From an optimization exercise on the open Yosys and OpenROAD flow, aimed at small area; shortcuts taken in it are not production practice. Where RTL was checked, it was by simulation tests only, not by an equivalence proof against the original. Function not checked in runs 1 to 3: the RTL went through the layout flow alone. Power figures rest on the tool's default switching activity, not on a simulated workload. The flow treats the clock pin as an ideal source, which a real chip does not have.

==> design.v <==
module dm_aoi222(input a1, a2, b1, b2, c1, c2, output y);
	assign y = ~((a1 & a2) | (b1 & b2) | (c1 & c2));
endmodule
module dm_aoi22(input a1, a2, b1, b2, output y);
	assign y = ~((a1 & a2) | (b1 & b2));
endmodule
module dm_nand4(input a, b, c, d, output y);
	assign y = ~(a & b & c & d);
endmodule
module dm_nand3(input a, b, c, output y);
	assign y = ~(a & b & c);
endmodule
module dm_nand2(input a, b, output y);
	assign y = ~(a & b);
endmodule
module dm_or3(input a, b, c, output y);
	assign y = a | b | c;
endmodule
module dm_nor2(input a, b, output y);
	assign y = ~(a | b);
endmodule
module dm_ctrl(
	input [6:0] addr,
	input enable, readwrite, reset,
	output [63:0] rn,     
	output [63:0] wn,     
	output [15:0] rs,     
	output hold,          
	output [15:0] rw      
);
	wire [1:0] k = addr[1:0];
	wire [4:0] R = addr[6:2];
	wire rd_ok = enable & ~readwrite & ~reset;
	wire wr = enable & readwrite;
	assign hold = ~rd_ok;
	genvar c, i;
	generate
		for (c = 0; c < 4; c = c + 1) begin : col
			wire [4:0] row = R + {4'd0, (c < k)};
			for (i = 0; i < 4; i = i + 1) begin : p2
				wire p = (row[1:0] == i);
				assign rn[16*c + i] = ~p;
				assign wn[16*c + i] = ~((p & wr) | reset);
			end
			for (i = 0; i < 8; i = i + 1) begin : p3
				wire p = (row[4:2] == i);
				assign rn[16*c + 4 + i] = ~p;
				assign wn[16*c + 4 + i] = ~(p | reset);
			end
			for (i = 0; i < 4; i = i + 1) begin : rot
				assign rs[4*i + c] = rd_ok & (((k + i) & 2'd3) == c);
				assign rw[4*c + i] = ~reset & (((c - k) & 2'd3) == i);
			end
		end
	endgenerate
endmodule
module dMemBase(addr, clk, enable, dataIn, readwrite, reset, dataOut);
input [31:0] addr;
input clk, enable, readwrite, reset;
input [31:0] dataIn;
output reg [31:0] dataOut;
wire [63:0] rn, wn;
wire [15:0] rs, rw;
wire hold;
dm_ctrl u_ctrl(.addr(addr[6:0]), .enable(enable), .readwrite(readwrite), .reset(reset),
	.rn(rn), .wn(wn), .rs(rs), .hold(hold), .rw(rw));
wire [1023:0] storage;
wire [127:0] sel, we;
wire [31:0] wd;
wire [31:0] colb;
wire [31:0] dnext;
genvar r, c, b, t;
generate
	for (r = 0; r < 32; r = r + 1) begin : rsel
		for (c = 0; c < 4; c = c + 1) begin : cs
			dm_nor2 u_s(.a(rn[16*c + (r % 4)]), .b(rn[16*c + 4 + (r / 4)]), .y(sel[4*r + c]));
			dm_nor2 u_w(.a(wn[16*c + (r % 4)]), .b(wn[16*c + 4 + (r / 4)]), .y(we[4*r + c]));
		end
	end
	for (c = 0; c < 4; c = c + 1) begin : wdc
		for (b = 0; b < 8; b = b + 1) begin : wdb
			wire x, z;
			dm_aoi222 u_a(.a1(rw[4*c+0]), .a2(dataIn[b]), .b1(rw[4*c+1]), .b2(dataIn[8+b]),
				.c1(rw[4*c+2]), .c2(dataIn[16+b]), .y(x));
			dm_nand2 u_n(.a(rw[4*c+3]), .b(dataIn[24+b]), .y(z));
			dm_nand2 u_o(.a(x), .b(z), .y(wd[8*c+b]));
		end
	end
	for (r = 0; r < 128; r = r + 1) begin : loc
		reg [7:0] q;
		always @(posedge clk) begin
			if (we[r]) q <= wd[8*(r % 4) +: 8];
		end
		assign storage[8*r +: 8] = q;
	end
	for (c = 0; c < 4; c = c + 1) begin : rdc
		for (b = 0; b < 8; b = b + 1) begin : rdb
			wire [10:0] x;
			wire [2:0] y;
			for (t = 0; t < 10; t = t + 1) begin : g3
				dm_aoi222 u_a(
					.a1(sel[4*(3*t+0)+c]), .a2(storage[8*(4*(3*t+0)+c)+b]),
					.b1(sel[4*(3*t+1)+c]), .b2(storage[8*(4*(3*t+1)+c)+b]),
					.c1(sel[4*(3*t+2)+c]), .c2(storage[8*(4*(3*t+2)+c)+b]), .y(x[t]));
			end
			dm_aoi22 u_l(.a1(sel[4*30+c]), .a2(storage[8*(4*30+c)+b]),
				.b1(sel[4*31+c]), .b2(storage[8*(4*31+c)+b]), .y(x[10]));
			dm_nand4 u_y0(.a(x[0]), .b(x[1]), .c(x[2]), .d(x[3]), .y(y[0]));
			dm_nand4 u_y1(.a(x[4]), .b(x[5]), .c(x[6]), .d(x[7]), .y(y[1]));
			dm_nand3 u_y2(.a(x[8]), .b(x[9]), .c(x[10]), .y(y[2]));
			dm_or3 u_c(.a(y[0]), .b(y[1]), .c(y[2]), .y(colb[8*c+b]));
		end
	end
	for (t = 0; t < 4; t = t + 1) begin : lane
		for (b = 0; b < 8; b = b + 1) begin : lb
			wire x, z;
			dm_aoi222 u_a(.a1(rs[4*t+0]), .a2(colb[b]), .b1(rs[4*t+1]), .b2(colb[8+b]),
				.c1(rs[4*t+2]), .c2(colb[16+b]), .y(x));
			dm_aoi22 u_b(.a1(rs[4*t+3]), .a2(colb[24+b]), .b1(hold), .b2(dataOut[8*t+b]), .y(z));
			dm_nand2 u_o(.a(x), .b(z), .y(dnext[8*t+b]));
		end
	end
endgenerate
always @(posedge clk) dataOut <= dnext;
endmodule
==> flow/run.sh <==
#!/bin/bash
# Own layout flow: the standard flow, with
#  - synthesis mapped by abc with an area-oriented script (flow/area.abc),
#  - CTS with small clock buffers and no dummy loads.
set -euo pipefail
W=$(pwd)
export OWN_WORK=$W
export OWN_ABC_SCRIPT=$W/flow/area.abc
CTS="-sink_clustering_enable -repair_clock_nets -dont_use_dummy_load -buf_list {sky130_fd_sc_hd__clkbuf_4 sky130_fd_sc_hd__clkbuf_8}"
bash standard.sh SYNTH_SCRIPT=$W/flow/synth.tcl "CTS_ARGS=$CTS" finish > $W/standard.log 2>&1
==> flow/area.abc <==
strash
dch
amap
topo
stime -c
==> flow/synth.tcl <==
# The standard synthesis (synth_recipe.tcl), with the abc mapping step
# run with an area-oriented script (amap) in place of ORFS's.
proc abc {args} {
  set i [lsearch -exact $args -script]
  if { $i >= 0 } { lset args [expr { $i + 1 }] $::env(OWN_ABC_SCRIPT) }
  yosys abc {*}$args
}
source $::env(OWN_WORK)/synth_recipe.tcl
==> standard.sh <==
#!/bin/bash
# synth_recipe.tcl (not shown) runs the flow's synth.tcl, then flattens the netlist and writes it again
# the make line also repeats each setting of config.mk as NAME=value (left out here)
make -C /OpenROAD-flow-scripts/flow DESIGN_CONFIG=/design/flow/config.mk WORK_HOME=/design/flow/orfs CLKGATE_MAP_FILE= SYNTH_SCRIPT=/design/flow/synth_recipe.tcl "${@:-finish}"
==> config.mk <==
export PLATFORM = sky130hd
export DESIGN_NAME = dMemBase
export DESIGN_NICKNAME = dMemBase
export VERILOG_FILES = /design/flow/design.v
export SDC_FILE = /design/flow/constraint.sdc
export NUM_CORES = 8
export LEC_CHECK = 0
export ABC_AREA = 1
export CAP_MARGIN = 40
export CORE_MARGIN = 2
export CORE_UTILIZATION = 40
export SLEW_MARGIN = 40
export SYNTH_HIERARCHICAL = 1
==> constraint.sdc <==
create_clock -name core_clock -period 10.0 [get_ports {clk}]
set_input_delay 2.0000 -clock core_clock [delete_from_list [all_inputs] [get_ports {clk}]]
set_output_delay 2.0000 -clock core_clock [all_outputs]
set_load 0.01 [all_outputs]
==> results.yml, run 1 <==
timing:
  fin_setup_tns_ns: 0
  max_slew_margin: 0.424
  timing.fmax_mhz: 157
  layout_setup_ws_ns: 3.62
  post-route-period-util: 0.638
  worst_pin_slew_ns: 0.861
  period_minus_slack_ns: 6.38
  slew_viol_final: 0
  hold_viol: 0
  fin_skew_ns: 0.0683
  rsz0062_at_grt: "no"
  setup_viol: 0
floorplanning:
  dieHeight_um: 316
  io_pins: 100
  core_um2: 96600
  core.rowCount: 114
  chipWidth_um: 316
  start_util: 0.402
  dieArea_um2: 99700
worst_setup_path:
  cpMostUsedCell: "nor2_1"
  endpoint_kind: "flop"
  cp_slowest_cell: "clkdlybuf4s50_1"
  cpPeakStageDelay_ns: 0.79
  path_max_fanout: 9
  startpoint_type: "input port"
  crit_family: "simple AND/OR/NAND/NOR gates"
  cp_num_buf_inv: 2
  worstPathRequired_ns: 10.67
  criticalPathCategory: "input port to flop"
  crit_path_cell_trace: "clkdlybuf4s50_1, clkinv_1, nor2_1, ha_1, nor2_1, a21oi_1, or2_0, nor2_1, a222oi_1, nand4_1, or3_1, a222oi_1, nand2_1"
  arrival_ns: 7.06
power:
  leakage_nw: 13.4
  combPwrFrac: 0.094
  intPower_mw: 7.14
  powerDensity_nw_per_um2: 214
  max-vdd-ir-drop_mv: 0.0862
  p_clk_frac: 0.307
  p_sw_mw: 2.23
  seqPwrFrac: 0.599
  power.share.switching: 0.238
grt:
  grt_use_total: 0.199
  grt_overflow_total: 0
  grt_pass1_vias: 22900
  grt_max_degree: 50
  antenna_found_initial: 7
  grt_pass1_wl_um: 146000
cells_and_area:
  area_growth_pct: 12.5
  fillers: 8212
  seqCellArea_um2: 31400
  finish.net_count: 2535
  layout-drive-gt1-share: 0.0988
  multi_input_area_um2: 7280
clocking:
  clock_path_buffers: 3
  cts_sinks: 1056
  holdBufCountCts: 0
  clkLatencyLatePin_ns: 0.81
  postCtsResizedCells: 0
  clk_transition_reported_paths_ns: 0.06
  cts_tree: "done"
  cts_buffers: 165
  post_cts_buffers: 0
  htree_levels: 4
  cts-root-buf: "clkbuf_8"
placed_design:
  pre_cts_ws_ns: 2.90
  portBuffers: 74
  gp_congestion: 0.863
  hpwl_um: 65200
routing:
  wl_um: 100000
  wl_per_cell_um: 26.9
  routed-via-count: 23700
  antenna_left: 0
  drt-met1-wl_um: 41300
  routed.top_layer: "met5"
  drc: 0
  wl_met3_um: 12600
  dr.pass1.iters: 10
  drtIter0Drc: 4668
  wl_met2_um: 44700
  vias_per_cell: 6.35
synthesis:
  syn_nets: 2284
  synth.yosys.warnings: 71
  syn-cell-area_um2: 38900
  synth_cells: 2210
  postSynthAreaPerCell_um2: 17.6
job:
  cap_violations: 0
status:
  status: "timing/DRC/antenna clean"
hold_path:
  holdCritPathClass: "flop to flop"
[worst paths after layout]
check	cells past startpoint	end	from	slack, ns
worst max-delay path	13	dataOut[0]	addr[1]	3.62
worst max register to register	5	dataOut[9]	loc[13].q[1]	7.65
worst min-delay path	2	dataOut[15]	dataOut[15]	0.48
worst min register to register	2	dataOut[15]	dataOut[15]	0.48
[power by group through the flow]
stage	clock network, mW	registers (mW)	logic (mW)
floorplan	0	5.64	0.413
detailed placement	0	5.69	0.873
global placement	0	5.67	0.843
CTS	2.94	5.61	0.874
global route	3.12	5.65	0.940
finish	2.87	5.61	0.882
[tightest hold or removal path, cell delays in order, from the launching register on]
cell and delay (ns):
dfxtp_1 0.33, a22oi_1 0.07, nand2_1 0.05
[flip-flops by register name, indices dropped and copies added, names as in the netlist]
signal   cells
dataOut     32
loc.q     1024
[through the flow]
step                      total power [mW]  cells  cell area (um^2)   util  hold slack (ns)
after floorplan                       6.06   2210             38900      -            0.507
after global placement                6.51   3567             41300  0.428            0.472
after detailed placement              6.57   3569             41400  0.429            0.472
after CTS                             9.42   3734             43700  0.452            0.485
after global routing                  9.71   3736             43700  0.453            0.492
final                                 9.36   3737             43700  0.453            0.484
[area by class of cell]
| type | count | area share |
|---|---|---|
| Sequential cell | 1056 | 0.718 |
| Antenna cell | 2 | 0.000114 |
| Multi-Input combinational cell | 1079 | 0.167 |
| Inverter | 51 | 0.00438 |
| Clock buffer | 165 | 0.0519 |
| Timing Repair Buffer | 108 | 0.0225 |
| Tap cell | 1276 | 0.0365 |
[cell usage in the layout, fill, tap and decap left out, types with 11 or more instances in the layout]
cell	count
nor2_1	311
nand4_1	64
clkdlybuf4s50_1	73
clkbuf_8	165
a22oi_1	64
nand3_1	38
clkinv_1	51
nor2_2	11
or3_1	32
a222oi_1	384
nand2_1	106
edfxtp_1	1024
nand2_2	17
buf_4	32
dfxtp_1	32
[per-layer routing]
metal  global-route usage  vias to the layer above
met3               0.0524                      139
li1                     -                    10100
met5                    0                        -
met4               0.0581                        4
met1                0.295                    12000
met2                0.291                     1522
==> run 2: changes to the inputs <==
--- a/design.v
+++ b/design.v
@@ -31,3 +31,4 @@
 	wire [1:0] k = addr[1:0];
-	wire [4:0] R = addr[6:2];
+	wire [1:0] rl = addr[3:2];
+	wire [2:0] rh = addr[6:4];
 	wire rd_ok = enable & ~readwrite & ~reset;
@@ -38,5 +39,6 @@
 		for (c = 0; c < 4; c = c + 1) begin : col
-			wire [4:0] row = R + {4'd0, (c < k)};
+			wire inc = (k > c);
+			wire cy = inc & (rl == 2'd3);
 			for (i = 0; i < 4; i = i + 1) begin : p2
-				wire p = (row[1:0] == i);
+				wire p = inc ? (rl == ((i + 3) % 4)) : (rl == i);
 				assign rn[16*c + i] = ~p;
@@ -45,3 +47,3 @@
 			for (i = 0; i < 8; i = i + 1) begin : p3
-				wire p = (row[4:2] == i);
+				wire p = cy ? (rh == ((i + 7) % 8)) : (rh == i);
 				assign rn[16*c + 4 + i] = ~p;
@@ -50,4 +52,4 @@
 			for (i = 0; i < 4; i = i + 1) begin : rot
-				assign rs[4*i + c] = rd_ok & (((k + i) & 2'd3) == c);
-				assign rw[4*c + i] = ~reset & (((c - k) & 2'd3) == i);
+				assign rs[4*i + c] = rd_ok & (k == ((c - i + 4) % 4));
+				assign rw[4*c + i] = ~reset & (k == ((c - i + 4) % 4));
 			end
==> flow/run.sh (replaced) <==
#!/bin/bash
# Own layout flow: the standard flow (standard.sh), with
#  - synthesis mapped by abc with an area-oriented script (flow/area.abc),
#  - port buffers of the smallest buffer cell,
#  - CTS with small clock buffers, larger sink clusters and no dummy loads.
# Each tool's output goes to the ORFS logs under orfs/logs/; make's to standard.log.
set -euo pipefail
W=$(pwd)
export OWN_WORK=$W
export OWN_ABC_SCRIPT=$W/flow/area.abc
source $W/flow/knobs.sh
bash standard.sh SYNTH_SCRIPT=$W/flow/synth.tcl \
  "CTS_ARGS=$CTS" "BUFFER_PORTS_ARGS=$BPA" finish > $W/standard.log 2>&1
==> flow/knobs.sh (new file) <==
CTS="-sink_clustering_enable -repair_clock_nets -dont_use_dummy_load -buf_list {sky130_fd_sc_hd__clkbuf_4 sky130_fd_sc_hd__clkbuf_8} -sink_clustering_size 20 -sink_clustering_max_diameter 80"
BPA="-buffer_cell sky130_fd_sc_hd__buf_1"
--- a/config.mk
+++ b/config.mk
@@ -8,6 +8,6 @@
 export ABC_AREA = 1
-export CAP_MARGIN = 40
+export CAP_MARGIN = 20
 export CORE_MARGIN = 2
-export CORE_UTILIZATION = 40
-export SLEW_MARGIN = 40
+export CORE_UTILIZATION = 65
+export SLEW_MARGIN = 20
 export SYNTH_HIERARCHICAL = 1
==> results.yml, run 2 <==
synthesis:
  syn_nets: 2223
  syn-cell-area_um2: 38700
  postSynthAreaPerCell_um2: 18.0
  synth.yosys.warnings: 71
  synth_cells: 2155
placed_design:
  portBuffers: 74
  pre_cts_ws_ns: 2.73
  gp_congestion: 0.864
  placed_cell_area_um2: 40100
  hpwl_um: 62200
timing:
  period_minus_slack_ns: 6.67
  rsz0062_at_grt: "no"
  max_slew_margin: 0.179
  timing.hold.ws_ns: 0.480
  slew_viol_final: 0
  fin_skew_ns: 0.0495
  post-route-period-util: 0.667
  layout_setup_ws_ns: 3.33
  fin_setup_tns_ns: 0
  hold_viol: 0
  worst_pin_slew_ns: 1.22
  timing.fmax_mhz: 150
  setup_viol: 0
power:
  powerDensity_nw_per_um2: 200
  leakage_nw: 12.4
  max-vdd-ir-drop_mv: 0.184
grt:
  grt_use_total: 0.310
  grt_pass1_vias: 21600
  grt_overflow_total: 0
  antenna_found_initial: 2
  grt_pass1_wl_um: 138000
  grt_max_degree: 38
clocking:
  cts_buffers: 58
  htree_levels: 2
  post_cts_buffers: 0
  cts_tree: "done"
  clkLatencyLatePin_ns: 0.73
  cts-root-buf: "clkbuf_8"
  holdBufCountCts: 0
  postCtsResizedCells: 0
  cts_sinks: 1056
  clk_transition_reported_paths_ns: 0.11
  clock_path_buffers: 3
cells_and_area:
  layout-drive-gt1-share: 0.0572
  largest_reg_flops: 1024
  mostFrequentLayoutCells: "edfxtp_1 (1024), a222oi_1 (384), nor2_1 (297)"
  fillers: 3772
  reg_top3: "loc.q: 1024 flops, dataOut: 32 flops"
  area_growth_pct: 5.96
  fin_util: 0.696
  design_area_um2: 41000
  finish.net_count: 2379
  regMostFlops: "loc.q"
  final_common_cell: "edfxtp_1"
floorplanning:
  dieHeight_um: 248
  core_um2: 58900
  core.rowCount: 89
  chipWidth_um: 248
  dieArea_um2: 61500
  io_pins: 100
  start_util: 0.657
routing:
  wl_um: 96000
  routed-via-count: 23200
  vias_per_cell: 7.53
  antenna_left: 0
  drtIter0Drc: 4368
  wl_per_cell_um: 31.1
  dr.pass1.iters: 13
  drc: 0
worst_setup_path:
  criticalPathCategory: "input port to flop"
  path_max_fanout: 11
  arrival_ns: 7.25
  endpoint_kind: "flop"
  startpoint_type: "input port"
  worstPathRequired_ns: 10.58
hold_path:
  holdCritPathClass: "flop to flop"
job:
  cap_violations: 0
status:
  status: "timing/DRC/antenna clean"
## run 2: worst max-delay path: stages
cell and delay [ns]:
buf_1 0.27, clkinv_1 0.16, nor2_1 0.11, buf_4 0.18, clkinv_1 0.57, nor2_1 0.72
clkinv_1 0.36, o22ai_1 0.60, nor2_1 0.31, a222oi_1 0.58, nand4_1 0.34, or3_1 0.57
a222oi_1 0.36, nand2_1 0.09
## run 2: area by class of cell
| class | instances | area [um^2] | area share |
|---|---|---|---|
| clock buffers | 58 | 798 | 0.0195 |
| diodes | 1 | 2.50 | 0.0000610 |
| repair buffers | 120 | 626 | 0.0153 |
| well taps | 773 | 967 | 0.0236 |
| inverters | 24 | 90.1 | 0.00220 |
| multi-input cells | 1051 | 7140 | 0.174 |
| flip-flops and latches | 1056 | 31400 | 0.765 |
## run 2: per-layer routing
layer / GRT usage / part of all wire
met1: 0.447 / 0.38
met2: 0.509 / 0.49
met3: 0.0451 / 0.11
met4: 0.0775 / 0.025
met5: 0 / 0.00015
## run 2: metrics by stage
stage	power, mW	std cells
global placement	6.51	3021
floorplan	6.12	2155
finish	8.18	3083
detailed placement	6.56	3021
global route	8.45	3083
CTS	8.20	3079
## run 2: worst paths after layout
| path | startpoint | end | slack [ns] | cells after the start |
|---|---|---|---|---|
| setup / recovery | addr[2] | dataOut[10] | 3.33 | 14 |
| hold / removal | dataOut[30] | dataOut[30] | 0.48 | 2 |
| setup reg to reg | loc[72].q[6] | dataOut[30] | 7.58 | 5 |
| hold reg to reg | dataOut[30] | dataOut[30] | 0.48 | 2 |
## run 2: report_power, final
part / internal, mW / switching (mW)
Combinational: 0.204 / 0.666
Sequential: 5.46 / 0.147
Clock: 0.522 / 1.19
Total: 6.18 / 2.00
==> run 3: changes to the inputs <==
==> flow/knobs.sh (replaced) <==
CTS="-sink_clustering_enable -repair_clock_nets -dont_use_dummy_load -buf_list {sky130_fd_sc_hd__clkbuf_16} -sink_clustering_size 32 -sink_clustering_max_diameter 100"
BPA="-buffer_cell sky130_fd_sc_hd__buf_1"
==> results.yml, run 3 <==
status:
  status: "timing/DRC/antenna clean"
hold_path:
  holdCritPathClass: "flop to flop"
cells_and_area:
  area_growth_pct: 6.37
  regMostFlops: "loc.q"
  largest_reg_flops: 1024
  finish.net_count: 2359
  reg_top3: "loc.q: 1024 flops, dataOut: 32 flops"
  fillers: 3746
  final_common_cell: "edfxtp_1"
  layout-drive-gt1-share: 0.0489
  mostFrequentLayoutCells: "edfxtp_1 (1024), a222oi_1 (384), nor2_1 (297)"
clocking:
  cts_tree: "done"
  post_cts_buffers: 0
  cts_sinks: 1056
  htree_levels: 2
  clock_path_buffers: 3
  cts-root-buf: "clkbuf_16"
  postCtsResizedCells: 0
  clk_transition_reported_paths_ns: 0.11
  clkLatencyLatePin_ns: 0.62
  holdBufCountCts: 0
  cts_buffers: 38
timing:
  max_slew_margin: 0.214
  timing.fmax_mhz: 147
  fin_setup_tns_ns: 0
  setup_viol: 0
  worst_pin_slew_ns: 1.17
  rsz0062_at_grt: "no"
  fin_skew_ns: 0.0318
  post-route-period-util: 0.680
  hold_viol: 0
  period_minus_slack_ns: 6.80
  layout_setup_ws_ns: 3.20
  slew_viol_final: 0
synthesis:
  synth.yosys.warnings: 71
  syn_nets: 2223
  syn-cell-area_um2: 38700
  postSynthAreaPerCell_um2: 18.0
  synth_cells: 2155
routing:
  wl_um: 95500
  routed-via-count: 22900
  wl_per_cell_um: 31.2
  dr.pass1.iters: 10
  antenna_left: 0
  drtIter0Drc: 4381
  vias_per_cell: 7.48
  drc: 0
grt:
  grt_pass1_wl_um: 137000
  grt_max_degree: 38
  grt_pass1_vias: 21400
  antenna_found_initial: 1
  grt_overflow_total: 0
  grt_use_total: 0.308
floorplanning:
  core_um2: 58900
  dieHeight_um: 248
  dieArea_um2: 61500
  chipWidth_um: 248
  start_util: 0.657
  io_pins: 100
  core.rowCount: 89
worst_setup_path:
  startpoint_type: "input port"
  worstPathRequired_ns: 10.52
  arrival_ns: 7.31
  path_max_fanout: 11
  criticalPathCategory: "input port to flop"
  endpoint_kind: "flop"
placed_design:
  pre_cts_ws_ns: 2.73
  hpwl_um: 62200
  gp_congestion: 0.864
  portBuffers: 74
power:
  powerDensity_nw_per_um2: 203
  finalPower_mw: 8.35
  leakage_nw: 12.5
  max-vdd-ir-drop_mv: 0.161
job:
  cap_violations: 0
[run 3: critical path: stages]
cell and delay (ns):
buf_1 0.28, clkinv_1 0.16, nor2_1 0.11, buf_4 0.18, clkinv_1 0.54, nor2_1 0.72, clkinv_1 0.38, o22ai_1 0.60
nor2_1 0.32, a222oi_1 0.69, nand4_1 0.30, or3_1 0.55, a222oi_1 0.38, nand2_1 0.09
[run 3: path summary, 6_finish.rpt]
check	start	to	slack (ns)	depth (start not counted)
setup / recovery	addr[2]	dataOut[12]	3.20	14
hold / removal	dataOut[30]	dataOut[30]	0.48	2
setup reg to reg	loc[72].q[6]	dataOut[30]	7.57	5
hold reg to reg	dataOut[30]	dataOut[30]	0.48	2
[run 3: layout make-up]
class	count	area [um^2]	area share
flip-flops and latches	1056	31400	0.762
multi-input cells	1051	7140	0.173
well taps	773	967	0.0235
clock buffers	38	951	0.0231
repair buffers	120	626	0.0152
inverters	24	90.1	0.00219
diodes	2	5.00	0.000122
[run 3: per-stage QoR]
| stage | instances | instance area [um^2] | utilization | hold slack [ns] |
|---|---|---|---|---|
| after global routing | 3062 | 41200 | 0.699 | 0.513 |
| after floorplan | 2155 | 38700 | - | 0.507 |
| after CTS | 3059 | 41100 | 0.697 | 0.486 |
| after global placement | 3021 | 40100 | 0.681 | 0.450 |
| after detailed placement | 3021 | 40100 | 0.681 | 0.458 |
| final | 3064 | 41200 | 0.699 | 0.480 |
[run 3: layer usage]
layer  wire length, um  track usage  up-vias
met3             10500       0.0493      147
met2             46700        0.504     1516
met5                 0            0        -
li1                  -            -     9729
met4              2340       0.0761        0
met1             35900        0.444    11500
[run 3: power by group]
group	total [mW]	leakage (nW)	switching [mW]	internal (mW)
logic	0.867	2.62	0.663	0.204
registers	5.60	9.41	0.148	5.46
clock network	1.88	0.468	1.18	0.693
total	8.35	12.5	2.00	6.35
==> run 4: changes to the inputs <==
--- a/design.v
+++ b/design.v
@@ -24,7 +24,8 @@
 	input enable, readwrite, reset,
-	output [63:0] rn,     
-	output [63:0] wn,     
-	output [15:0] rs,     
+	output [15:0] rn2,    
+	output [15:0] wn2,    
+	output [31:0] n3,     
+	output [3:0] rs,      
 	output hold,          
-	output [15:0] rw      
+	output [3:0] rw       
 );
@@ -43,4 +44,4 @@
 				wire p = inc ? (rl == ((i + 3) % 4)) : (rl == i);
-				assign rn[16*c + i] = ~p;
-				assign wn[16*c + i] = ~((p & wr) | reset);
+				assign rn2[4*c + i] = ~p;
+				assign wn2[4*c + i] = ~((p & wr) | reset);
 			end
@@ -48,9 +49,6 @@
 				wire p = cy ? (rh == ((i + 7) % 8)) : (rh == i);
-				assign rn[16*c + 4 + i] = ~p;
-				assign wn[16*c + 4 + i] = ~(p | reset);
+				assign n3[8*c + i] = ~(p | reset);
 			end
-			for (i = 0; i < 4; i = i + 1) begin : rot
-				assign rs[4*i + c] = rd_ok & (k == ((c - i + 4) % 4));
-				assign rw[4*c + i] = ~reset & (k == ((c - i + 4) % 4));
-			end
+			assign rs[c] = rd_ok & (k == c);
+			assign rw[c] = ~reset & (k == c);
 		end
@@ -63,7 +61,8 @@
 output reg [31:0] dataOut;
-wire [63:0] rn, wn;
-wire [15:0] rs, rw;
+wire [15:0] rn2, wn2;
+wire [31:0] n3;
+wire [3:0] rs, rw;
 wire hold;
 dm_ctrl u_ctrl(.addr(addr[6:0]), .enable(enable), .readwrite(readwrite), .reset(reset),
-	.rn(rn), .wn(wn), .rs(rs), .hold(hold), .rw(rw));
+	.rn2(rn2), .wn2(wn2), .n3(n3), .rs(rs), .hold(hold), .rw(rw));
 wire [1023:0] storage;
@@ -77,4 +76,4 @@
 		for (c = 0; c < 4; c = c + 1) begin : cs
-			dm_nor2 u_s(.a(rn[16*c + (r % 4)]), .b(rn[16*c + 4 + (r / 4)]), .y(sel[4*r + c]));
-			dm_nor2 u_w(.a(wn[16*c + (r % 4)]), .b(wn[16*c + 4 + (r / 4)]), .y(we[4*r + c]));
+			dm_nor2 u_s(.a(rn2[4*c + (r % 4)]), .b(n3[8*c + (r / 4)]), .y(sel[4*r + c]));
+			dm_nor2 u_w(.a(wn2[4*c + (r % 4)]), .b(n3[8*c + (r / 4)]), .y(we[4*r + c]));
 		end
@@ -84,5 +83,5 @@
 			wire x, z;
-			dm_aoi222 u_a(.a1(rw[4*c+0]), .a2(dataIn[b]), .b1(rw[4*c+1]), .b2(dataIn[8+b]),
-				.c1(rw[4*c+2]), .c2(dataIn[16+b]), .y(x));
-			dm_nand2 u_n(.a(rw[4*c+3]), .b(dataIn[24+b]), .y(z));
+			dm_aoi222 u_a(.a1(rw[(c+4)%4]), .a2(dataIn[b]), .b1(rw[(c+3)%4]), .b2(dataIn[8+b]),
+				.c1(rw[(c+2)%4]), .c2(dataIn[16+b]), .y(x));
+			dm_nand2 u_n(.a(rw[(c+1)%4]), .b(dataIn[24+b]), .y(z));
 			dm_nand2 u_o(.a(x), .b(z), .y(wd[8*c+b]));
@@ -118,5 +117,5 @@
 			wire x, z;
-			dm_aoi222 u_a(.a1(rs[4*t+0]), .a2(colb[b]), .b1(rs[4*t+1]), .b2(colb[8+b]),
-				.c1(rs[4*t+2]), .c2(colb[16+b]), .y(x));
-			dm_aoi22 u_b(.a1(rs[4*t+3]), .a2(colb[24+b]), .b1(hold), .b2(dataOut[8*t+b]), .y(z));
+			dm_aoi222 u_a(.a1(rs[(4-t)%4]), .a2(colb[b]), .b1(rs[(5-t)%4]), .b2(colb[8+b]),
+				.c1(rs[(6-t)%4]), .c2(colb[16+b]), .y(x));
+			dm_aoi22 u_b(.a1(rs[(7-t)%4]), .a2(colb[24+b]), .b1(hold), .b2(dataOut[8*t+b]), .y(z));
 			dm_nand2 u_o(.a(x), .b(z), .y(dnext[8*t+b]));
==> flow/knobs.sh (replaced) <==
CTS="-sink_clustering_enable -repair_clock_nets -dont_use_dummy_load -buf_list {sky130_fd_sc_hd__clkbuf_4 sky130_fd_sc_hd__clkbuf_8} -sink_clustering_size 18 -sink_clustering_max_diameter 70"
BPA="-buffer_cell sky130_fd_sc_hd__buf_1"
==> results.yml, run 4 <==
cells_and_area:
  layout-drive-gt1-share: 0.0690
  regMostFlops: "loc.q"
  fillers: 3784
  reg_top3: "loc.q: 1024 flops, dataOut: 32 flops"
  final_common_cell: "edfxtp_1"
  design_area_um2: 41100
  largest_reg_flops: 1024
  finish.net_count: 2360
  mostFrequentLayoutCells: "edfxtp_1 (1024), a222oi_1 (384), nor2_1 (297)"
  area_growth_pct: 7.02
  fin_util: 0.700
status:
  status: "timing/DRC/antenna clean"
clocking:
  clk_transition_reported_paths_ns: 0.10
  clkLatencyLatePin_ns: 0.68
  clock_path_buffers: 3
  cts_sinks: 1056
  postCtsResizedCells: 0
  cts_buffers: 68
  post_cts_buffers: 0
  cts-root-buf: "clkbuf_8"
  holdBufCountCts: 0
  htree_levels: 3
  cts_tree: "done"
worst_setup_path:
  cp_slowest_cell: "a221oi_1"
  cpPeakStageDelay_ns: 0.98
  startpoint_type: "input port"
  cp_num_buf_inv: 4
  criticalPathCategory: "input port to flop"
  crit_path_cell_trace: "buf_1, clkinv_1, nor2_1, clkinv_1, nor2_1, clkinv_1, a221oi_1, nor2_1, a222oi_1, nand4_1, or3_1, a222oi_1, nand2_1"
  ff2ff_setup_slack_ns: 7.66
  cp.depth: 13
  worstSetupEndpoint: "dataOut[2]"
  path_max_fanout: 11
  worstPathRequired_ns: 10.58
  r2r_start: "loc[24].q[2]"
  worst_r2r_path_depth: 5
  endpoint_kind: "flop"
  r2r_end: "dataOut[2]"
  crit_family: "simple AND/OR/NAND/NOR gates"
  critical_path.startpoint: "addr[2]"
  arrival_ns: 7.98
power:
  max-vdd-ir-drop_mv: 0.145
  leakage_nw: 12.4
  powerDensity_nw_per_um2: 201
  finalPower_mw: 8.27
routing:
  drtIter0Drc: 4563
  antenna_left: 0
  routed-via-count: 22900
  wl_per_cell_um: 31.4
  drc: 0
  vias_per_cell: 7.46
  wl_um: 96500
  dr.pass1.iters: 13
floorplanning:
  core_um2: 58700
  io_pins: 100
  chipWidth_um: 247
  dieArea_um2: 61000
  dieHeight_um: 247
  start_util: 0.654
  core.rowCount: 89
synthesis:
  postSynthAreaPerCell_um2: 18.3
  synth_top_area_share: 0.801
  yosysTopAreaCell: "edfxtp_1"
  ys_seq_area_frac: 0.817
  synth_cells: 2099
  syn_nets: 2167
  synth-main-ff-cell: "edfxtp_1"
  yosysMostFrequentCell: "edfxtp_1"
  ys_top_cells_by_area: "edfxtp_1 (80%), a222oi_1 (10%), nor2_1 (2.9%), dfxtp_1 (1.7%), a22oi_1 (1.3%)"
  syn-cell-area_um2: 38400
  synth_top_cells_by_count: "edfxtp_1 (1024), a222oi_1 (384), nor2_1 (301)"
  synth.yosys.warnings: 7
  synth.distinct_cells: 16
  async_flop_share: 0
  synth-edff-count: 1024
  yosys_register_bits: 1056
job:
  cap_violations: 0
timing:
  max_slew_margin: 0.182
  setup_viol: 0
  period_minus_slack_ns: 7.40
  fin_skew_ns: 0.0395
  worst_pin_slew_ns: 1.22
  hold_viol: 0
  fin_setup_tns_ns: 0
  post-route-period-util: 0.740
  slew_viol_final: 0
  rsz0062_at_grt: "no"
  timing.fmax_mhz: 135
grt:
  grt_overflow_total: 0
  grt_max_degree: 54
  grt_use_total: 0.320
  antenna_found_initial: 17
  grt_pass1_vias: 21700
  grt_pass1_wl_um: 140000
placed_design:
  placed_cell_area_um2: 40100
  portBuffers: 74
  hpwl_um: 61800
  gp_congestion: 0.873
hold_path:
  holdCritPathClass: "flop to flop"
==> run 4: final cells by class <==
| class | count | area [um^2] | share of cell area |
|---|---|---|---|
| Timing Repair Buffer | 123 | 642 | 0.0156 |
| Multi-Input combinational cell | 1027 | 7090 | 0.172 |
| Inverter | 16 | 60.1 | 0.00146 |
| Antenna cell | 8 | 20.0 | 0.000487 |
| Tap cell | 773 | 967 | 0.0235 |
| Clock buffer | 68 | 936 | 0.0228 |
| Sequential cell | 1056 | 31400 | 0.764 |
==> run 4: routing by layer <==
layer | part of all wire | global-route usage
met4 | 0.036 | 0.121
met5 | 0.0011 | 0
met2 | 0.47 | 0.484
met1 | 0.38 | 0.469
met3 | 0.12 | 0.0618
==> run 4: how the worst min path moves through the flow <==
stage           startpoint          end  slack [ns]  cells after the start
3_5_place_dp   dataOut[21]  dataOut[21]        0.45                      2
5_1_grt        dataOut[10]  dataOut[10]        0.51                      2
3_3_place_gp    dataOut[7]   dataOut[7]        0.45                      2
2_1_floorplan   dataOut[0]   dataOut[0]        0.51                      2
6_report       dataOut[21]  dataOut[21]        0.48                      2
4_1_cts        dataOut[21]  dataOut[21]        0.48                      2
==> run 4: cell families after synthesis <==
family,share of synthesized area
simple gates,0.0605
compound gates,0.121
buf+inv,0.00156
flops,0.817
==> run 4: per-module statistics from Yosys, one instance, submodules excluded <==
module | times used | cells inside | cell area, um^2 | flip-flops and latches
dm_aoi22 | 64 | 1 | 7.51 | 0
dm_ctrl | 1 | 115 | 608 | 0
dMemBase | 1 | 1056 | 31400 | 1056
dm_or3 | 32 | 1 | 6.26 | 0
dm_nor2 | 256 | 1 | 3.75 | 0
dm_nand4 | 64 | 1 | 6.26 | 0
dm_aoi222 | 384 | 1 | 10.0 | 0
dm_nand2 | 96 | 1 | 3.75 | 0
dm_nand3 | 32 | 1 | 5.00 | 0
==> run 4: tightest hold or removal path, delay by kind of cell (launching register included) <==
| kind | cells | cell delay, ns |
|---|---|---|
| AND/OR/NAND/NOR | 1 | 0.05 |
| flip-flops | 1 | 0.34 |
| AO/OA/AOI/OAI | 1 | 0.06 |
==> run 4: power by group <==
group | internal (mW) | switching, mW | total (mW) | leakage [nW]
clock network | 0.616 | 1.21 | 1.83 | 0.489
registers | 5.42 | 0.140 | 5.56 | 9.35
logic | 0.227 | 0.655 | 0.883 | 2.57
total | 6.26 | 2.01 | 8.27 | 12.4
==> run 4: metrics by stage <==
step           setup slack, ns  hold slack, ns  std cells
4_1_cts                   2.80           0.477       3056
3_3_place_gp              2.10           0.449       2984
6_report                  2.60           0.478       3071
2_1_floorplan             4.45           0.509       2099
5_1_grt                   2.35           0.513       3069
3_5_place_dp              2.06           0.452       2988
==> run 5: changes to the inputs <==
--- a/design.v
+++ b/design.v
@@ -15,4 +15,10 @@
 endmodule
-module dm_or3(input a, b, c, output y);
-	assign y = a | b | c;
+module dm_nor3(input a, b, c, output y);
+	assign y = ~(a | b | c);
+endmodule
+module dm_oai22(input a1, a2, b1, b2, output y);
+	assign y = ~((a1 | a2) & (b1 | b2));
+endmodule
+module dm_a211o(input a1, a2, b, c, output y);
+	assign y = (a1 & a2) | b | c;
 endmodule
@@ -27,3 +33,3 @@
 	output [31:0] n3,     
-	output [3:0] rs,      
+	output [3:0] rsn,     
 	output hold,          
@@ -51,3 +57,3 @@
 			end
-			assign rs[c] = rd_ok & (k == c);
+			assign rsn[c] = ~(rd_ok & (k == c));
 			assign rw[c] = ~reset & (k == c);
@@ -63,6 +69,6 @@
 wire [31:0] n3;
-wire [3:0] rs, rw;
+wire [3:0] rsn, rw;
 wire hold;
 dm_ctrl u_ctrl(.addr(addr[6:0]), .enable(enable), .readwrite(readwrite), .reset(reset),
-	.rn2(rn2), .wn2(wn2), .n3(n3), .rs(rs), .hold(hold), .rw(rw));
+	.rn2(rn2), .wn2(wn2), .n3(n3), .rsn(rsn), .hold(hold), .rw(rw));
 wire [1023:0] storage;
@@ -70,3 +76,3 @@
 wire [31:0] wd;
-wire [31:0] colb;
+wire [31:0] ncolb;
 wire [31:0] dnext;
@@ -111,3 +117,3 @@
 			dm_nand3 u_y2(.a(x[8]), .b(x[9]), .c(x[10]), .y(y[2]));
-			dm_or3 u_c(.a(y[0]), .b(y[1]), .c(y[2]), .y(colb[8*c+b]));
+			dm_nor3 u_c(.a(y[0]), .b(y[1]), .c(y[2]), .y(ncolb[8*c+b]));
 		end
@@ -117,6 +123,5 @@
 			wire x, z;
-			dm_aoi222 u_a(.a1(rs[(4-t)%4]), .a2(colb[b]), .b1(rs[(5-t)%4]), .b2(colb[8+b]),
-				.c1(rs[(6-t)%4]), .c2(colb[16+b]), .y(x));
-			dm_aoi22 u_b(.a1(rs[(7-t)%4]), .a2(colb[24+b]), .b1(hold), .b2(dataOut[8*t+b]), .y(z));
-			dm_nand2 u_o(.a(x), .b(z), .y(dnext[8*t+b]));
+			dm_oai22 u_a(.a1(rsn[(4-t)%4]), .a2(ncolb[b]), .b1(rsn[(5-t)%4]), .b2(ncolb[8+b]), .y(x));
+			dm_oai22 u_b(.a1(rsn[(6-t)%4]), .a2(ncolb[16+b]), .b1(rsn[(7-t)%4]), .b2(ncolb[24+b]), .y(z));
+			dm_a211o u_o(.a1(hold), .a2(dataOut[8*t+b]), .b(x), .c(z), .y(dnext[8*t+b]));
 		end
--- a/config.mk
+++ b/config.mk
@@ -8,6 +8,6 @@
 export ABC_AREA = 1
-export CAP_MARGIN = 20
+export CAP_MARGIN = 10
 export CORE_MARGIN = 2
-export CORE_UTILIZATION = 65
-export SLEW_MARGIN = 20
+export CORE_UTILIZATION = 55
+export SLEW_MARGIN = 10
 export SYNTH_HIERARCHICAL = 1
==> results.yml, run 5 <==
timing:
  hold_viol: 0
  fin_setup_tns_ns: 0
  worst_pin_slew_ns: 1.31
  timing.fmax_mhz: 138
  period_minus_slack_ns: 7.23
  rsz0062_at_grt: "no"
  max_slew_margin: 0.124
  slew_viol_final: 0
  post-route-period-util: 0.723
  fin_skew_ns: 0.0414
  setup_viol: 0
synthesis:
  synth-main-ff-cell: "edfxtp_1"
  ys_seq_area_frac: 0.818
  yosysMostFrequentCell: "edfxtp_1"
  synth-edff-count: 1024
  postSynthAreaPerCell_um2: 18.3
  synth.distinct_cells: 16
  synth.yosys.warnings: 7
  yosys_register_bits: 1056
  async_flop_share: 0
  synth_cells: 2100
  yosysTopAreaCell: "edfxtp_1"
  syn_nets: 2168
  syn-cell-area_um2: 38400
  synth_top_area_share: 0.801
  ys_top_cells_by_area: "edfxtp_1 (80%), a222oi_1 (9.2%), nor2_1 (2.9%), dfxtp_1 (1.7%), o22ai_1 (1.2%)"
  synth_top_cells_by_count: "edfxtp_1 (1024), a222oi_1 (352), nor2_1 (299)"
cells_and_area:
  mostFrequentLayoutCells: "edfxtp_1 (1024), a222oi_1 (352), nor2_1 (297)"
  fillers: 5127
  final_common_cell: "edfxtp_1"
  area_growth_pct: 7.54
  seqCellArea_um2: 31400
  multi_input_area_um2: 6980
  layout-drive-gt1-share: 0.0617
  design_area_um2: 41300
  finish.net_count: 2371
  regMostFlops: "loc.q"
  fin_util: 0.599
  reg_top3: "loc.q: 1024 flops, dataOut: 32 flops"
  largest_reg_flops: 1024
routing:
  dr.pass1.iters: 9
  antenna_left: 0
  wl_per_cell_um: 30.2
  drtIter0Drc: 3724
  routed-via-count: 22700
  drc: 0
  vias_per_cell: 7.01
  wl_met3_um: 8440
  wl_met2_um: 46300
  wl_um: 97700
  drt-met1-wl_um: 40200
  routed.top_layer: "met5"
worst_setup_path:
  startpoint_type: "input port"
  arrival_ns: 7.78
  endpoint_kind: "flop"
  criticalPathCategory: "input port to flop"
  worstPathRequired_ns: 10.56
  path_max_fanout: 10
  cp_num_buf_inv: 4
  crit_path_cell_trace: "buf_1, clkinv_1, nor2_1, clkinv_1, nor2_1, clkinv_1, a221oi_1, nor2_1, a222oi_1, nand4_1, nor3_1, o22ai_1, a211o_1"
  cpPeakStageDelay_ns: 0.98
  cp_slowest_cell: "a221oi_1"
  r2r_start: "loc[24].q[5]"
  crit_family: "simple AND/OR/NAND/NOR gates"
  critical_path.startpoint: "addr[1]"
placed_design:
  placed_cell_area_um2: 40300
  hpwl_um: 64000
  portBuffers: 74
  gp_congestion: 0.824
hold_path:
  min_from: "dataOut[3]"
  holdCritPathClass: "flop to flop"
clocking:
  clk_transition_reported_paths_ns: 0.11
  cts-root-buf: "clkbuf_8"
  holdBufCountCts: 0
  cts_buffers: 68
  cts_tree: "done"
  postCtsResizedCells: 0
  cts_sinks: 1056
  clkLatencyLatePin_ns: 0.68
  clock_path_buffers: 3
  post_cts_buffers: 0
  htree_levels: 3
floorplanning:
  dieHeight_um: 268
  chipWidth_um: 268
  core.rowCount: 96
  dieArea_um2: 71900
  core_um2: 68800
  io_pins: 100
  start_util: 0.557
grt:
  grt_max_degree: 54
  grt_overflow_total: 0
  antenna_found_initial: 9
  grt_use_total: 0.270
  grt_pass1_vias: 21700
  grt_pass1_wl_um: 141000
power:
  max-vdd-ir-drop_mv: 0.128
  leakage_nw: 12.5
  finalPower_mw: 8.29
  powerDensity_nw_per_um2: 201
job:
  cap_violations: 0
status:
  status: "timing/DRC/antenna clean"
[run 5: changes by cell type after synthesis]
cell	before	now
clkinv_1	16	17
nor3_1	12	42
or3_1	32	0
a22oi_1	64	32
a211o_1	0	32
nand2_1	97	65
or3b_1	1	0
a222oi_1	384	352
nor2_1	301	299
nand3b_1	0	1
nand3_1	32	36
o22ai_1	9	73
[run 5: metal layers]
layer	global-route usage	up-vias
met4	0.0852	6
met2	0.429	1089
met1	0.390	11700
met3	0.0422	141
li1	-	9745
met5	0	-
[run 5: path summary, 6_finish.rpt]
path	endpoint	slack, ns	depth (start not counted)
max reg2reg	dataOut[5]	7.30	5
min	dataOut[3]	0.48	1
max	dataOut[29]	2.77	13
min reg2reg	dataOut[3]	0.48	1
[run 5: stage by stage]
| step | setup WS (ns) | hold slack, ns | instances |
|---|---|---|---|
| 3_5_place_dp | 2.24 | 0.459 | 3162 |
| 3_3_place_gp | 2.46 | 0.449 | 3162 |
| 5_1_grt | 2.53 | 0.502 | 3235 |
| 2_1_floorplan | 4.50 | 0.508 | 2100 |
| 6_report | 2.77 | 0.480 | 3237 |
| 4_1_cts | 2.98 | 0.483 | 3230 |
[run 5: cells by family after synthesis]
logic type             after synthesis  synth area share
AND/OR/NAND/NOR                    507            0.0564
flip-flops                        1056             0.818
AO/OA/AOI/OAI                      520             0.124
buffers and inverters               17           0.00166
[run 5: power by group]
part | leakage, nW | total [mW] | switching, mW | internal [mW]
Sequential | 9.35 | 5.56 | 0.141 | 5.42
Clock | 0.489 | 1.84 | 1.23 | 0.617
Combinational | 2.65 | 0.885 | 0.653 | 0.233
Total | 12.5 | 8.29 | 2.02 | 6.27
[run 5: cell type report]
type | count | share of cell area
repair buffers | 133 | 0.0174
diodes | 5 | 0.000303
inverters | 17 | 0.00155
well taps | 931 | 0.0282
multi-input cells | 1027 | 0.169
clock buffers | 68 | 0.0227
flip-flops and latches | 1056 | 0.761
[run 5: worst register-to-register path: cells and delay by family, from the launching register on]
kind / cells / cell delay [ns]
AO/OA/AOI/OAI: 3 / 1.12
flip-flops: 1 / 0.38
AND/OR/NAND/NOR: 2 / 1.08
[run 5: per-module statistics from Yosys, one instance, submodules excluded, excerpt]
module | flip-flops and latches | times used
dm_aoi222 | 0 | 352
dm_a211o | 0 | 32
dm_aoi22 | 0 | 32
dm_oai22 | 0 | 64
dm_nand4 | 0 | 64
dm_nor3 | 0 | 32
dm_nor2 | 0 | 256
==> run 6: changes to the inputs <==
--- a/config.mk
+++ b/config.mk
@@ -10,3 +10,4 @@
 export CORE_MARGIN = 2
-export CORE_UTILIZATION = 55
+export CORE_UTILIZATION = 50
+export PLACE_DENSITY = 0.75
 export SLEW_MARGIN = 10
==> results.yml, run 6 <==
status:
  status: "timing/DRC/antenna clean"
job:
  cap_violations: 0
synthesis:
  yosys_register_bits: 1056
  yosysTopAreaCell: "edfxtp_1"
  async_flop_share: 0
  syn_nets: 2168
  synth.yosys.warnings: 7
  synth_cells: 2100
  ys_seq_area_frac: 0.818
  synth-main-ff-cell: "edfxtp_1"
  synth-edff-count: 1024
  ys_top_cells_by_area: "edfxtp_1 (80%), a222oi_1 (9.2%), nor2_1 (2.9%), dfxtp_1 (1.7%), o22ai_1 (1.2%)"
  postSynthAreaPerCell_um2: 18.3
  yosysMostFrequentCell: "edfxtp_1"
  synth_top_cells_by_count: "edfxtp_1 (1024), a222oi_1 (352), nor2_1 (299)"
  synth.distinct_cells: 16
  syn-cell-area_um2: 38400
  synth_top_area_share: 0.801
worst_setup_path:
  cp_num_buf_inv: 5
  worst_r2r_path_depth: 5
  cpPeakStageDelay_ns: 0.98
  arrival_ns: 8.49
  worstPathRequired_ns: 10.61
  startpoint_type: "input port"
  cp.depth: 14
  crit_family: "simple AND/OR/NAND/NOR gates"
  ff2ff_setup_slack_ns: 7.17
  criticalPathCategory: "input port to flop"
  path_max_fanout: 11
  cp_slowest_cell: "a221oi_1"
  endpoint_kind: "flop"
  critical_path.startpoint: "addr[2]"
  r2r_start: "loc[1].q[4]"
  crit_path_cell_trace: "buf_1, clkinv_1, nor2_1, buf_4, clkinv_1, nor2_1, clkinv_1, a221oi_1, nor2_1, a222oi_1, nand4_1, nor3_1, o22ai_1, a211o_1"
  r2r_end: "dataOut[28]"
cells_and_area:
  reg_top3: "loc.q: 1024 flops, dataOut: 32 flops"
  finish.net_count: 2359
  regMostFlops: "loc.q"
  finalNonFillerCells: 3325
  largest_reg_flops: 1024
  design_area_um2: 41300
  mostFrequentLayoutCells: "edfxtp_1 (1024), a222oi_1 (352), nor2_1 (297)"
  area_growth_pct: 7.71
  layout-drive-gt1-share: 0.0564
  fillers: 5782
  final_common_cell: "edfxtp_1"
clocking:
  cts_tree: "done"
  htree_levels: 3
  clkLatencyLatePin_ns: 0.72
  cts_sinks: 1056
  holdBufCountCts: 0
  clk_transition_reported_paths_ns: 0.10
  cts_buffers: 69
  cts-root-buf: "clkbuf_8"
  clock_path_buffers: 3
  post_cts_buffers: 0
  postCtsResizedCells: 0
power:
  p_sw_mw: 2.01
  max-vdd-ir-drop_mv: 0.180
  p_clk_frac: 0.221
  combPwrFrac: 0.108
  leakage_nw: 12.4
  powerDensity_nw_per_um2: 200
  power.share.switching: 0.242
  finalPower_mw: 8.28
  intPower_mw: 6.27
  seqPwrFrac: 0.671
hold_path:
  min_to: "dataOut[7]"
  hold_depth: 1
  min_from: "dataOut[7]"
  holdCritPathClass: "flop to flop"
timing:
  rsz0062_at_grt: "no"
  hold_viol: 0
  worst_pin_slew_ns: 1.36
  fin_skew_ns: 0.131
  timing.hold.ws_ns: 0.469
  post-route-period-util: 0.788
  setup_viol: 0
  max_slew_margin: 0.0902
  slew_viol_final: 0
  period_minus_slack_ns: 7.88
  timing.fmax_mhz: 127
  fin_setup_tns_ns: 0
floorplanning:
  io_pins: 100
  core.rowCount: 101
  start_util: 0.505
  dieArea_um2: 79000
  dieHeight_um: 281
  core_um2: 75900
  chipWidth_um: 281
grt:
  grt_pass1_wl_um: 139000
  grt_max_degree: 41
  grt_overflow_total: 0
  antenna_found_initial: 6
  grt_use_total: 0.239
  grt_pass1_vias: 22200
placed_design:
  portBuffers: 74
  hpwl_um: 63700
  placedCellCount: 3247
  placed_cell_area_um2: 40300
  gp_congestion: 0.879
routing:
  wl_per_cell_um: 28.8
  wl_um: 95800
  drtIter0Drc: 4793
  routed-via-count: 23200
  vias_per_cell: 6.98
  dr.pass1.iters: 10
  drc: 0
  antenna_left: 0
-- run 6: layout make-up --
cell class / instances / area [um^2] / share of cell area
Inverter: 17 / 63.8 / 0.00154
Antenna cell: 6 / 15.0 / 0.000363
Timing Repair Buffer: 120 / 647 / 0.0157
Multi-Input combinational cell: 1027 / 6970 / 0.169
Sequential cell: 1056 / 31400 / 0.760
Clock buffer: 69 / 950 / 0.0230
Tap cell: 1030 / 1290 / 0.0312
-- run 6: power groups by stage --
stage | clock (mW) | sequential (mW) | combinational, mW
after floorplan | 0 | 5.62 | 0.484
after global placement | 0 | 5.62 | 0.835
after detailed placement | 0 | 5.66 | 0.872
after CTS | 1.86 | 5.56 | 0.872
after global routing | 2.01 | 5.59 | 0.941
final | 1.83 | 5.56 | 0.894
-- run 6: per-layer routing --
| layer | up-vias | track usage | part of all wire |
|---|---|---|---|
| met5 | - | 0 | 0.00054 |
| met4 | 10 | 0.0993 | 0.043 |
| met3 | 203 | 0.0490 | 0.12 |
| met2 | 1589 | 0.372 | 0.47 |
| met1 | 11700 | 0.330 | 0.36 |
| li1 | 9711 | - | - |
-- run 6: through the flow --
step / util / worst slack [ns]
after detailed placement: 0.531 / 1.74
after global routing: 0.544 / 2.11
final: 0.544 / 2.12
after global placement: 0.531 / 1.98
after floorplan: - / 4.50
after CTS: 0.543 / 2.51
-- run 6: cell families (layout without fill, tap and decap cells) --
group / count (synthesis) / in the layout / synth area share
AOI/OAI and AO/OA: 520 / 520 / 0.124
other: 0 / 6 / 0
buffers and inverters: 17 / 206 / 0.00166
and+or+nand+nor: 507 / 507 / 0.0564
DFF: 1056 / 1056 / 0.818
-- run 6: how the worst max path moves through the flow --
stage	slack, ns	to
floorplan	4.50	dataOut[0]
global placement	1.98	dataOut[25]
detailed placement	1.74	dataOut[17]
CTS	2.51	dataOut[17]
global route	2.11	dataOut[17]
finish	2.12	dataOut[28]
-- run 6: Yosys stat by module (local to each module, per instance) --
| module | flops+latches | area, um^2 | times used |
|---|---|---|---|
| dMemBase | 1056 | 31400 | 1 |
| dm_ctrl | 0 | 613 | 1 |
| dm_aoi222 | 0 | 10.0 | 352 |
| dm_a211o | 0 | 8.76 | 32 |
| dm_aoi22 | 0 | 7.51 | 32 |
| dm_nand4 | 0 | 6.26 | 64 |
| dm_oai22 | 0 | 6.26 | 64 |
| dm_nand3 | 0 | 5.00 | 32 |
| dm_nor3 | 0 | 5.00 | 32 |
| dm_nand2 | 0 | 3.75 | 64 |
| dm_nor2 | 0 | 3.75 | 256 |
-- run 6: worst register-to-register path, stage by stage (launching register included) --
cell	delay, ns
edfxtp_1	0.38
a222oi_1	0.60
nand4_1	0.29
nor3_1	0.95
o22ai_1	0.26
a211o_1	0.32
==> run 7: changes to the inputs <==
--- a/config.mk
+++ b/config.mk
@@ -11,3 +11,3 @@
 export CORE_UTILIZATION = 50
-export PLACE_DENSITY = 0.75
+export PLACE_DENSITY = 0.85
 export SLEW_MARGIN = 10
==> results.yml, run 7 <==
clocking:
  clock_path_buffers: 3
  clk_transition_reported_paths_ns: 0.10
  postCtsResizedCells: 0
  clkLatencyLatePin_ns: 0.71
  htree_levels: 3
  cts-root-buf: "clkbuf_8"
  post_cts_buffers: 0
  cts_sinks: 1056
  cts_buffers: 70
  holdBufCountCts: 0
  cts_tree: "done"
worst_setup_path:
  criticalPathCategory: "input port to flop"
  cpPeakStageDelay_ns: 1.13
  worstPathRequired_ns: 10.59
  arrival_ns: 8.95
  crit_path_cell_trace: "buf_1, clkinv_1, nor2_1, clkinv_1, nor2_1, clkinv_1, a221oi_1, nor2_1, a222oi_1, nand4_1, nor3_1, o22ai_1, a211o_1"
  path_max_fanout: 11
  endpoint_kind: "flop"
  startpoint_type: "input port"
  cp_slowest_cell: "a221oi_1"
status:
  status: "timing/DRC/antenna clean"
floorplanning:
  dieHeight_um: 281
  core_um2: 75900
  core.rowCount: 101
  start_util: 0.505
  chipWidth_um: 281
  dieArea_um2: 79000
  io_pins: 100
timing:
  max_slew_margin: 0.111
  slew_viol_final: 0
  layout_setup_ws_ns: 1.64
  period_minus_slack_ns: 8.36
  fin_skew_ns: 0.0751
  hold_viol: 0
  rsz0062_at_grt: "no"
  post-route-period-util: 0.836
  setup_viol: 0
  worst_pin_slew_ns: 1.33
  timing.fmax_mhz: 120
  fin_setup_tns_ns: 0
placed_design:
  placedCellCount: 3239
  pre_cts_ws_ns: 1.48
  portBuffers: 74
  hpwl_um: 63000
  gp_congestion: 0.894
grt:
  antenna_found_initial: 7
  met3_usage: 0.0752
  grt_pass1_wl_um: 140000
  grt_use_total: 0.238
  grt_overflow_total: 0
  grt_pass1_vias: 22700
  busiest_layer: "met2"
  grt_max_degree: 54
  use_met1: 0.315
  use_met2: 0.372
cells_and_area:
  layout-drive-gt1-share: 0.0531
  finalNonFillerCells: 3311
  area_growth_pct: 7.50
  mostFrequentLayoutCells: "edfxtp_1 (1024), a222oi_1 (352), nor2_1 (297)"
  finish.net_count: 2350
  largest_reg_flops: 1024
  regMostFlops: "loc.q"
  reg_top3: "loc.q: 1024 flops, dataOut: 32 flops"
  final_common_cell: "edfxtp_1"
synthesis:
  synth_top_area_share: 0.801
  async_flop_share: 0
  synth-edff-count: 1024
  yosysMostFrequentCell: "edfxtp_1"
  postSynthAreaPerCell_um2: 18.3
  syn-cell-area_um2: 38400
  ys_top_cells_by_area: "edfxtp_1 (80%), a222oi_1 (9.2%), nor2_1 (2.9%), dfxtp_1 (1.7%), o22ai_1 (1.2%)"
  synth_top_cells_by_count: "edfxtp_1 (1024), a222oi_1 (352), nor2_1 (299)"
  synth_cells: 2100
  ys_seq_area_frac: 0.818
  synth-main-ff-cell: "edfxtp_1"
  yosys_register_bits: 1056
  yosysTopAreaCell: "edfxtp_1"
  synth.distinct_cells: 16
  synth.yosys.warnings: 7
  syn_nets: 2168
routing:
  wl_per_cell_um: 28.9
  dr.pass1.iters: 14
  antenna_left: 0
  wl_um: 95800
  drc: 0
  vias_per_cell: 7.20
  routed-via-count: 23800
  drtIter0Drc: 5162
power:
  leakage_nw: 12.4
  max-vdd-ir-drop_mv: 0.0990
  powerDensity_nw_per_um2: 201
  finalPower_mw: 8.31
job:
  cap_violations: 0
hold_path:
  holdCritPathClass: "flop to flop"
[run 7: cell count changes in the layout (fill, tap and decap cells not counted), sizes merged]
cell / change
clkbuf: +2
buf: -11
diode: -5
[run 7: worst paths after layout]
kind	depth (start not counted)	endpoint	slack (ns)	startpoint
max	13	dataOut[19]	1.64	addr[2]
min	1	dataOut[17]	0.48	dataOut[17]
max reg2reg	5	dataOut[4]	7.17	loc[85].q[4]
min reg2reg	1	dataOut[17]	0.48	dataOut[17]
[run 7: cell type report]
cell class                      instances  area [um^2]
Tap cell                             1030         1290
Multi-Input combinational cell       1027         6970
Fill cell                            5517        34700
Inverter                               17         63.8
Clock buffer                           70          963
Antenna cell                            1         2.50
Sequential cell                      1056        31400
Timing Repair Buffer                  110          567
[run 7: stage by stage]
stage	instance area [um^2]	hold slack, ns	util
after floorplan	38400	0.508	-
after global placement	40200	0.448	0.530
after detailed placement	40200	0.452	0.530
after CTS	41200	0.476	0.543
after global routing	41200	0.487	0.543
final	41200	0.479	0.543
[run 7: Yosys stat by module, one instance, submodules excluded]
module | cells inside | area [um^2] | flops+latches | copies in the design
dm_ctrl | 116 | 613 | 0 | 1
dm_nand4 | 1 | 6.26 | 0 | 64
dm_nor3 | 1 | 5.00 | 0 | 32
dm_oai22 | 1 | 6.26 | 0 | 64
dm_aoi222 | 1 | 10.0 | 0 | 352
dm_nand2 | 1 | 3.75 | 0 | 64
dm_a211o | 1 | 8.76 | 0 | 32
dMemBase | 1056 | 31400 | 1056 | 1
dm_nor2 | 1 | 3.75 | 0 | 256
dm_aoi22 | 1 | 7.51 | 0 | 32
dm_nand3 | 1 | 5.00 | 0 | 32
[run 7: cell families (layout without fill, tap and decap cells)]
family,after synthesis,in the layout,synth area share
AO/OA/AOI/OAI,520,520,0.124
buffers and inverters,17,197,0.00166
flip-flops,1056,1056,0.818
other,0,1,0
AND/OR/NAND/NOR,507,507,0.0564
[run 7: critical path: cells and delay by family]
family	cells	cell delay, ns
buf+inv	4	1.55
compound gates	4	2.20
simple gates	5	3.17
[run 7: routing by layer]
layer / wire (um) / vias to the layer above
met5: 56 / -
met2: 44300 / 2245
met1: 32000 / 11600
met3: 15500 / 297
li1: - / 9695
met4: 3970 / 10
[run 7: where the power goes]
part | switching [mW] | total, mW | leakage (nW) | internal [mW]
clock network | 1.21 | 1.84 | 0.503 | 0.633
logic | 0.659 | 0.887 | 2.54 | 0.228
registers | 0.163 | 5.58 | 9.35 | 5.42
==> run 8: changes to the inputs <==
--- a/config.mk
+++ b/config.mk
@@ -11,3 +11,3 @@
 export CORE_UTILIZATION = 50
-export PLACE_DENSITY = 0.85
+export PLACE_DENSITY = 0.95
 export SLEW_MARGIN = 10
==> results.yml, run 8 <==
cells_and_area:
  final_common_cell: "edfxtp_1"
  layout-drive-gt1-share: 0.0541
  multi_input_area_um2: 7010
  fillers: 5366
  seqCellArea_um2: 31400
  largest_reg_flops: 1024
  regMostFlops: "loc.q"
  design_area_um2: 41200
  area_growth_pct: 7.46
  fin_util: 0.543
  reg_top3: "loc.q: 1024 flops, dataOut: 32 flops"
  finalNonFillerCells: 3307
  finish.net_count: 2343
  mostFrequentLayoutCells: "edfxtp_1 (1024), a222oi_1 (352), nor2_1 (297)"
routing:
  drc: 0
  wl_um: 98200
  drtIter0Drc: 6350
  routed-via-count: 24300
  wl_per_cell_um: 29.7
  dr.pass1.iters: 12
  vias_per_cell: 7.36
  antenna_left: 0
timing:
  worst_pin_slew_ns: 1.41
  timing.fmax_mhz: 121
  setup_viol: 0
  fin_setup_tns_ns: 0
  slew_viol_final: 0
  rsz0062_at_grt: "no"
  max_slew_margin: 0.0526
  post-route-period-util: 0.825
  period_minus_slack_ns: 8.25
  fin_skew_ns: 0.0521
  hold_viol: 0
  timing.hold.ws_ns: 0.482
  layout_setup_ws_ns: 1.75
grt:
  grt_use_total: 0.244
  antenna_found_initial: 8
  grt_overflow_total: 0
  grt_max_degree: 54
  grt_pass1_vias: 23300
  grt_pass1_wl_um: 143000
synthesis:
  syn_nets: 2168
  synth.distinct_cells: 16
  muxShareOfSynthArea: 0
  yosysTopAreaCell: "edfxtp_1"
  ys_seq_area_frac: 0.818
  synth_top_family_by_area: "compound AO/OA/AOI/OAI gates"
  yosys_register_bits: 1056
  syn-cell-area_um2: 38400
  synth_compound_gate_area_share: 0.124
  synth_top_area_share: 0.801
  postSynthAreaPerCell_um2: 18.3
  synth_cells: 2100
  synth.yosys.warnings: 7
  synth_top_cells_by_count: "edfxtp_1 (1024), a222oi_1 (352), nor2_1 (299)"
  async_flop_share: 0
  synth-edff-count: 1024
  synth_xor_area_frac: 0
  yosysMostFrequentCell: "edfxtp_1"
  ys_top_cells_by_area: "edfxtp_1 (80%), a222oi_1 (9.2%), nor2_1 (2.9%), dfxtp_1 (1.7%), o22ai_1 (1.2%)"
  synthAdderAreaFrac: 0
  synthSimpleGateAreaFrac: 0.0564
  synth-main-ff-cell: "edfxtp_1"
clocking:
  cts-root-buf: "clkbuf_8"
  postCtsResizedCells: 0
  post_cts_buffers: 0
  holdBufCountCts: 0
  clock_path_buffers: 3
  clk_transition_reported_paths_ns: 0.09
  cts_sinks: 1056
  htree_levels: 3
  clkLatencyLatePin_ns: 0.70
  cts_tree: "done"
  cts_buffers: 68
worst_setup_path:
  arrival_ns: 8.84
  path_max_fanout: 11
  ff2ff_setup_slack_ns: 7.09
  crit_path_cell_trace: "buf_1, clkinv_1, nor2_1, clkinv_1, nor2_1, clkinv_1, a221oi_1, nor2_1, a222oi_1, nand4_1, nor3_1, o22ai_1, a211o_1"
  endpoint_kind: "flop"
  criticalPathCategory: "input port to flop"
  cpPeakStageDelay_ns: 1.17
  cp_slowest_cell: "a221oi_1"
  worstPathRequired_ns: 10.59
  startpoint_type: "input port"
status:
  status: "timing/DRC/antenna clean"
floorplanning:
  chipWidth_um: 281
  start_util: 0.505
  dieHeight_um: 281
  dieArea_um2: 79000
  core_um2: 75900
  io_pins: 100
  core.rowCount: 101
power:
  max-vdd-ir-drop_mv: 0.117
  leakage_nw: 12.4
  powerDensity_nw_per_um2: 201
  finalPower_mw: 8.31
placed_design:
  placedCellCount: 3232
  placed_cell_area_um2: 40200
  portBuffers: 74
  hpwl_um: 64100
  pre_cts_ws_ns: 1.67
  gp_congestion: 0.931
job:
  cap_violations: 0
hold_path:
  holdCritPathClass: "flop to flop"
[run 8: layer usage]
metal | GRT usage | share of wire | wire (um)
met5 | 0 | 0.00092 | 90
met4 | 0.110 | 0.052 | 5120
met2 | 0.384 | 0.46 | 45400
met1 | 0.309 | 0.31 | 30600
met3 | 0.0801 | 0.17 | 16900
[run 8: critical path, delay by kind of cell]
| kind | cells | cell delay (ns) |
|---|---|---|
| compound gates | 4 | 2.31 |
| buf+inv | 4 | 1.50 |
| simple gates | 5 | 3.01 |
[run 8: area by class of cell]
class                   instances  area share
inverters                      17     0.00155
clock buffers                  68      0.0227
diodes                          4    0.000243
flip-flops and latches       1056       0.761
repair buffers                105      0.0130
well taps                    1030      0.0313
multi-input cells            1027       0.170
[run 8: path summary, 6_finish.rpt]
check | start | end | cells past startpoint
setup reg to reg | loc[96].q[6] | dataOut[22] | 5
setup / recovery | addr[2] | dataOut[22] | 13
hold / removal | dataOut[22] | dataOut[22] | 1
hold reg to reg | dataOut[22] | dataOut[22] | 1
[run 8: kinds of logic (layout without fill, tap and decap cells)]
kind of cell,after synthesis,count (layout)
compound gates,520,520
simple gates,507,507
other cells,0,4
buf+inv,17,190
flops,1056,1056
[run 8: per-module statistics from Yosys (local to each module, per instance)]
module,area (um^2),flops+latches,cells inside,times used
dm_aoi222,10.0,0,1,352
dm_nand3,5.00,0,1,32
dm_nand4,6.26,0,1,64
dm_aoi22,7.51,0,1,32
dm_nor2,3.75,0,1,256
dm_nor3,5.00,0,1,32
dm_a211o,8.76,0,1,32
dMemBase,31400,1056,1056,1
dm_oai22,6.26,0,1,64
dm_nand2,3.75,0,1,64
dm_ctrl,613,0,116,1
[run 8: report_power, final]
group	total (mW)	leakage [nW]	internal [mW]	switching [mW]
combinational	0.903	2.52	0.228	0.675
sequential	5.59	9.35	5.42	0.168
clock	1.81	0.489	0.615	1.20

## afterwards: timing with drivers on the ports
How much do the figures lean on ideal ports? The routed layouts below were timed once more, with nothing changed but the port constraints. Step 1 (the two cells are an assumption about what drives the block):
set clk [get_ports {clk}]
set_driving_cell -lib_cell sky130_fd_sc_hd__clkbuf_16 $clk
set_driving_cell -lib_cell sky130_fd_sc_hd__buf_2 [delete_from_list [all_inputs] $clk]
Step 2 also shifts input and output timing later by t, the mid clock arrival at the registers, as if the neighbouring blocks saw the same clock. Slacks: ideal ports / drivers / drivers and shift; pairs: ideal ports / drivers.
run | shift t [ns] | setup WS [ns] | hold WS [ns] | worst register clock-pin slew, ns | worst data-port slew with drivers (ns)
run 1 | 0.837 | 3.616 / 3.652 / 2.816 | 0.484 / 0.484 / 0.484 | 0.06 / 0.06 | 0.14
run 2 | 0.767 | 3.329 / 3.364 / 2.597 | 0.480 / 0.480 / 0.480 | 0.12 / 0.12 | 0.11
run 3 | 0.665 | 3.202 / 3.241 / 2.576 | 0.480 / 0.480 / 0.480 | 0.12 / 0.12 | 0.12
run 4 | 0.729 | 2.598 / 2.557 / 1.828 | 0.478 / 0.478 / 0.478 | 0.11 / 0.11 | 0.14
run 5 | 0.723 | 2.774 / 2.763 / 2.040 | 0.480 / 0.480 / 0.480 | 0.11 / 0.11 | 0.14
run 6 | 0.717 | 2.121 / 2.155 / 1.439 | 0.469 / 0.469 / 0.469 | 0.11 / 0.11 | 0.18
run 7 | 0.733 | 1.637 / 1.617 / 0.884 | 0.479 / 0.479 / 0.479 | 0.11 / 0.11 | 0.11
run 8 | 0.729 | 1.750 / 1.669 / 0.940 | 0.482 / 0.482 / 0.482 | 0.11 / 0.11 | 0.16
After both steps setup and hold are still met in every run listed. For run 8, which loses most, drivers alone change the setup slack by -0.081 ns; drivers and shift together by -0.810 ns.
